From an optimization exercise on the open Yosys and OpenROAD flow, aimed at small area; shortcuts taken in it are not production practice.
Function was checked by simulation only, so behaviour that the tests miss may differ from the original.
The clock port is modelled as an ideal driver, which makes a skipped or thinned clock tree look cheaper than it is; a real chip needs a root buffer or a tree.
Power and IR drop assume default switching activity.

==> build 56: inputs <==
==> flow/design.v <==
`timescale 1ns / 1ps
module piano_master #(parameter CLKS_PER_BIT = 16)
    (
        input  i_Clock,
        input  i_Reset,
        input  i_RX_Serial,
        output o_TX_Serial
    );
    reg  [7:0] rp;
    reg        rm;                   
    wire r_idle  = rp[7] & ~rp[6] & rp[4] &  rp[0];
    wire r_done  = rp[7] & ~rp[6] & rp[4] & ~rp[0];
    wire r_stend = rp[7] &  rp[6] & rp[2] & rp[1] & rp[0];
    wire r_samp  = ~rp[7] & rp[3] & rp[2] & rp[1] & rp[0];
    reg  [4:0]  P;                   
    reg         z;                   
    reg         a;                   
    reg  [11:0] L;                   
    wire [7:0]  expb = {1'b0, ~z, 1'b0, P};
    wire [4:0]  note = a ? {~(P[4] ^ P[2]), P[4:1]} : 5'b10000;
    always @(posedge i_Clock) begin
        if (i_Reset)
            rp <= 8'd145;
        else if (r_idle)
            rp <= i_RX_Serial ? 8'd145 : 8'd248;
        else if (r_stend & i_RX_Serial)
            rp <= 8'd145;
        else
            rp <= rp + 8'd1;
        rm <= ~r_idle & (rm | (r_samp & (i_RX_Serial ^ expb[rp[6:4]])));
    end
    reg  [7:0] tc;
    reg  [4:0] tj;                   
    reg        tf;                   
    wire t_wait = tc[7] & ~tc[6] & tc[4] & ~tc[0];
    wire t_recv = tc[7] & ~tc[6] & tc[4] &  tc[0];
    wire t_end  = (tj == 5'd21);
    wire [12:0] tinc = {tj, tc} + 13'd1;
    reg [7:0] rom;
    always @* begin
        case (tj)
            5'd0:  rom = 8'h50; 5'd1:  rom = 8'h79; 5'd2:  rom = 8'h35; 5'd3:  rom = 8'h65;
            5'd4:  rom = 8'h72; 5'd5:  rom = 8'h31; 5'd6:  rom = 8'h61; 5'd7:  rom = 8'h6c;
            5'd8:  rom = 8'h5f; 5'd9:  rom = 8'h69; 5'd10: rom = 8'h73; 5'd11: rom = 8'h5f;
            5'd12: rom = 8'h61; 5'd13: rom = 8'h77; 5'd14: rom = 8'h39; 5'd15: rom = 8'h73;
            5'd16: rom = 8'h30; 5'd17: rom = 8'h4d; 5'd18: rom = tf ? 8'h65 : {3'b010, P};
            5'd19: rom = 8'h0d; 5'd20: rom = 8'h0a;
            default: rom = 8'h00;
        endcase
    end
    assign o_TX_Serial = tc[7] ? ~(tc[6] & tc[5] & tc[4]) : rom[tc[6:4]];
    wire correct = ~rm;
    wire term    = correct & (L == 12'd0) & a & (|P[3:0]);
    wire Lfb     = ~(L[11] ^ L[5] ^ L[3] ^ L[0]);
    always @(posedge i_Clock) begin
        if (i_Reset) begin
            tc <= 8'd237;
            tj <= 5'd20;
            z  <= 1'b1;
            a  <= 1'b0;
            L  <= 12'd0;
            P  <= 5'd0;
        end else begin
            if (t_recv | (t_wait & ~t_end))
                tc <= 8'd237;
            else if (t_wait & ~r_done)
                tc <= 8'd144;
            else
                {tj, tc} <= tinc;
            if (t_recv) begin
                tj <= term ? 5'd31 : 5'd17;
                tf <= term;
                z  <= 1'b0;
                a  <= correct & ~term;
                L  <= (correct & ~term) ? {L[10:0], Lfb} : 12'd0;
                if (~term)
                    P <= z ? 5'd0 : note;
            end
        end
    end
endmodule
==> flow/run.sh <==
#!/bin/bash
# synth_recipe.tcl (not shown) runs the flow's synth.tcl, then flattens the netlist and writes it again
# the make line also repeats each setting of config.mk as NAME=value (left out here)
make -C /OpenROAD-flow-scripts/flow DESIGN_CONFIG=/design/flow/config.mk WORK_HOME=/design/flow/orfs CLKGATE_MAP_FILE= SYNTH_SCRIPT=/design/flow/synth_recipe.tcl finish
==> flow/config.mk <==
export PLATFORM = sky130hd
export DESIGN_NAME = piano_master
export DESIGN_NICKNAME = piano_master
export VERILOG_FILES = /design/flow/design.v
export SDC_FILE = /design/flow/constraint.sdc
export NUM_CORES = 4
export LEC_CHECK = 0
export CAP_MARGIN = 0
export CORE_MARGIN = 2
export CORE_UTILIZATION = 40
export CTS_BUF_LIST = sky130_fd_sc_hd__clkbuf_16
export CTS_CLUSTER_DIAMETER = 300
export CTS_CLUSTER_SIZE = 60
export PLACE_DENSITY = 0.6
export SLEW_MARGIN = 0
==> flow/constraint.sdc <==
create_clock -name core_clock -period 10.0 [get_ports {i_Clock}]
set_input_delay 2.0000 -clock core_clock [delete_from_list [all_inputs] [get_ports {i_Clock}]]
set_output_delay 2.0000 -clock core_clock [all_outputs]
set_load 0.01 [all_outputs]
==> trial 98 (differences from build 56) <==
==> flow/flow/run.sh (new file) <==
#!/bin/bash
# Layout flow: the standard flow, with three changes.
#  1. After the standard synthesis, the combinational logic is re-mapped with a stronger ABC
#     script (flow/resyn.tcl); every register keeps its instance, name and cell.
#  2. Ports are buffered with buf_1 instead of the default buffer.
#  3. CTS is replaced by a few clock buffers driven by the clock port, each driving one cluster
#     of register clock pins (flow/cts_hook.tcl).
# Each tool's output goes to a log file of its own in this folder.
set -euo pipefail
F=$(pwd)
R=$F/orfs/results/$FLOW_PLATFORM/piano_master/base
LIB=$FLOW_HOME/platforms/$FLOW_PLATFORM/lib/sky130_fd_sc_hd__tt_025C_1v80.lib
CLKBUF_CELL=${CLKBUF_CELL:-sky130_fd_sc_hd__clkbuf_8}
CLKBUF_COUNT=${CLKBUF_COUNT:-3}
[ -f flow/clk.cfg ] && source flow/clk.cfg

bash standard.sh synth > log_1_synth.log 2>&1
cp $R/1_2_yosys.v $F/std_1_2_yosys.v
RESYN_LIB=$LIB RESYN_IN=$F/std_1_2_yosys.v RESYN_TOP=$FLOW_TOP \
  RESYN_SCRIPT=$F/flow/deep.script RESYN_DONTUSE="-dont_use sky130_fd_sc_hd__lpflow_*" \
  RESYN_OUT=$F/resyn_1_2_yosys.v yosys -c $F/flow/resyn.tcl > log_1_resyn.log 2>&1
cp $F/resyn_1_2_yosys.v $R/1_2_yosys.v
rm -f $R/1_synth.odb
bash standard.sh BUFFER_PORTS_ARGS="-buffer_cell sky130_fd_sc_hd__buf_1" \
  PRE_CTS_TCL=$F/flow/cts_hook.tcl CLKBUF_CELL=$CLKBUF_CELL CLKBUF_COUNT=$CLKBUF_COUNT \
  finish > log_2_layout.log 2>&1
==> flow/flow/clk.cfg (new file) <==
CLKBUF_CELL=sky130_fd_sc_hd__clkbuf_8; CLKBUF_COUNT=3
==> flow/flow/cts_hook.tcl (new file) <==
# Replace the H-tree by a few clock buffers, each driving one cluster of register clock pins
# directly from the clock port (every register sees exactly one buffer).
set cts_buf_cell [expr {[info exists ::env(CLKBUF_CELL)] ? $::env(CLKBUF_CELL) : "sky130_fd_sc_hd__clkbuf_4"}]
set nclu [expr {[info exists ::env(CLKBUF_COUNT)] ? $::env(CLKBUF_COUNT) : 3}]
set block [ord::get_db_block]
set clk_port_net [$block findNet i_Clock]
set master [[ord::get_db] findMaster $cts_buf_cell]
set sinks {}
foreach it [$clk_port_net getITerms] {
  set b [[$it getInst] getBBox]
  lappend sinks [list $it [expr {([$b xMin] + [$b xMax]) / 2.0}] [expr {([$b yMin] + [$b yMax]) / 2.0}]]
}
set sinks [lsort -real -index 1 $sinks]
set n [llength $sinks]
# k-means, seeded by splitting the x-sorted sinks into equal groups
set cent {}
for {set k 0} {$k < $nclu} {incr k} {
  set s [lindex $sinks [expr {int(($k + 0.5) * $n / $nclu)}]]
  lappend cent [list [lindex $s 1] [lindex $s 2]]
}
for {set iter 0} {$iter < 50} {incr iter} {
  set asg {}
  foreach s $sinks {
    set best 0; set bd 1e30
    for {set k 0} {$k < $nclu} {incr k} {
      set c [lindex $cent $k]
      set d [expr {abs([lindex $s 1] - [lindex $c 0]) + abs([lindex $s 2] - [lindex $c 1])}]
      if {$d < $bd} { set bd $d; set best $k }
    }
    lappend asg $best
  }
  set newc {}
  for {set k 0} {$k < $nclu} {incr k} {
    set sx 0; set sy 0; set m 0
    foreach s $sinks a $asg { if {$a == $k} { set sx [expr {$sx + [lindex $s 1]}]; set sy [expr {$sy + [lindex $s 2]}]; incr m } }
    if {$m > 0} { lappend newc [list [expr {$sx / $m}] [expr {$sy / $m}]] } else { lappend newc [lindex $cent $k] }
  }
  set cent $newc
}
for {set k 0} {$k < $nclu} {incr k} {
  set cbuf [odb::dbInst_create $block $master clkbuf_leaf_$k]
  set cnet [odb::dbNet_create $block clknet_leaf_$k]
  $cnet setSigType CLOCK
  set m 0
  foreach s $sinks a $asg {
    if {$a == $k} { set it [lindex $s 0]; $it disconnect; $it connect $cnet; incr m }
  }
  [$cbuf findITerm A] connect $clk_port_net
  [$cbuf findITerm X] connect $cnet
  set c [lindex $cent $k]
  $cbuf setLocation [expr {int([lindex $c 0])}] [expr {int([lindex $c 1])}]
  $cbuf setPlacementStatus PLACED
  puts "clock buffer $k: $cts_buf_cell drives $m clock pins"
}
proc clock_tree_synthesis { args } { puts "clock_tree_synthesis replaced by the clock buffers above: $args" }
set_propagated_clock [all_clocks]
==> flow/flow/deep.script (new file) <==
&get -n
&st
&deepsyn -T 30
&put
dch -f
map -a
topo
==> flow/flow/resyn.tcl (new file) <==
# Re-map the combinational logic of the standard synthesis netlist with a stronger ABC script.
# Registers (and every other sequential cell) stay as they are: same instances, names and cells.
yosys -import
set lib $::env(RESYN_LIB)
read_liberty -ignore_miss_func $lib
foreach m [yosys tee -q -s result.string select -list-mod =A:*] { }
set seq {}
foreach m [split [tee -q -s result.string select -list-mod =*] "\n"] {
  set m [string trim $m]
  if {[regexp {^sky130_fd_sc_hd__(df|edf|sdf|sedf|dl|sdl|lpflow_inputiso|lpflow_isobuf|conb)} $m]} { lappend seq $m }
}
foreach m $seq { blackbox $m }
read_verilog $::env(RESYN_IN)
hierarchy -top $::env(RESYN_TOP)
flatten
yosys rename -hide w:*.*
opt_clean -purge
opt -fast
tee -o $::env(RESYN_OUT).before.stat stat -liberty $lib
abc -script $::env(RESYN_SCRIPT) -liberty $lib {*}$::env(RESYN_DONTUSE)
opt_clean -purge
hilomap -singleton -hicell sky130_fd_sc_hd__conb_1 HI -locell sky130_fd_sc_hd__conb_1 LO
insbuf -buf sky130_fd_sc_hd__buf_4 A X
splitnets
opt_clean -purge
tee -o $::env(RESYN_OUT).after.stat stat -liberty $lib
select $::env(RESYN_TOP)
write_verilog -noattr -noexpr -nohex -nodec -selected $::env(RESYN_OUT)
==> flow/standard.sh (new file) <==
#!/bin/bash
# synth_recipe.tcl (not shown) runs the flow's synth.tcl, then flattens the netlist and writes it again
# the make line also repeats each setting of config.mk as NAME=value (left out here)
make -C /OpenROAD-flow-scripts/flow DESIGN_CONFIG=/design/flow/config.mk WORK_HOME=/design/flow/orfs CLKGATE_MAP_FILE= SYNTH_SCRIPT=/design/flow/synth_recipe.tcl "${@:-finish}"
Settings changed: CAP_MARGIN 0 to 20, CTS_BUF_LIST sky130_fd_sc_hd__clkbuf_16 to not set, CTS_CLUSTER_DIAMETER 300 to not set, CTS_CLUSTER_SIZE 60 to not set, SLEW_MARGIN 0 to 20.
removed: flow/run.sh
==> notes <==
Build 56 produced a clean layout. Trial 98 finished with timing, DRC and antenna clean. In trial 98 the clock power is lower than in build 56, by about 54%. Design area: build 56 is higher than trial 98 (23%). In trial 98 the critical path depth is higher than in build 56, by 4. Between build 56 and trial 98, the lower hold slack is in trial 98 (gap 0.043 ns). Die area: build 56 is higher than trial 98 (about 23%). Between build 56 and trial 98, the lower maximum frequency is in build 56 (gap 6.3%, measured against trial 98). Against trial 98, the worst setup slack of build 56 is lower by 0.31 ns.
==> figures <==
| quantity | trial 98 | build 56 |
|---|---|---|
| Synth Instances | 276 | 288 |
| Area of the multi-input gates | 889.6 um2 | 1454 um2 |
| Post-detailed-route via-to-cell ratio | 5.049 | 5.705 |
| Run status | finished clean | finished clean |
| Fmax | 221.1 MHz | 207.0 MHz |
| Power of the combinational group | 0.0000261 W | 0.0000329 W |
| Internal power | 0.0002104 W | 0.0002796 W |
| Post-Layout Inst Area | 2098 um2 | 2580 um2 |
| Ratio of cells with drive above 1 in the final layout | 1.773% | 6.137% |
| Clock Skews | 0.01922 ns | 0.007318 ns |
| Worst Hold Slack | 0.4549 ns | 0.4984 ns |
| Fin nets | 287 | 281 |
| Routing usage on met3 | 1.491% | 3.077% |
| CP max FO | 7 | 23 |
| Latest clock arrival within the worst-skew pair | 0.16 ns | 0.28 ns |
In trial 98 the design's own scripts or RTL, not TritonCTS, make the clock network.

==> afterwards: timing with drivers on the ports <==
In the flow no input, the clock included, has a driving cell. The finished layouts below were timed again as built, in two steps.
Step 1 sets driving cells, clkbuf_16 on the clock port and buf_2 on the other inputs (assumed; they add their load-dependent delay and slew).
Step 2, shift: input delay + t, output delay - t, t = (earliest + latest rising clock arrival at the registers) / 2. This alone moves slack from input paths to output paths.
Three values: ideal ports, drivers, drivers and shift; two values: the first two.
| run | t (ns) | slack for setup (ns) | worst register clock-pin slew, ns | pins driven straight from the clock port |
|---|---|---|---|---|
| build 56 | 0.310 | 5.170 / 5.138 / 5.449 | 0.06 / 0.06 | 1 |
| trial 98 | 0.191 | 5.477 / 5.432 / 5.622 | 0.10 / 0.10 | 3 |
After both steps every run listed still meets setup and hold.
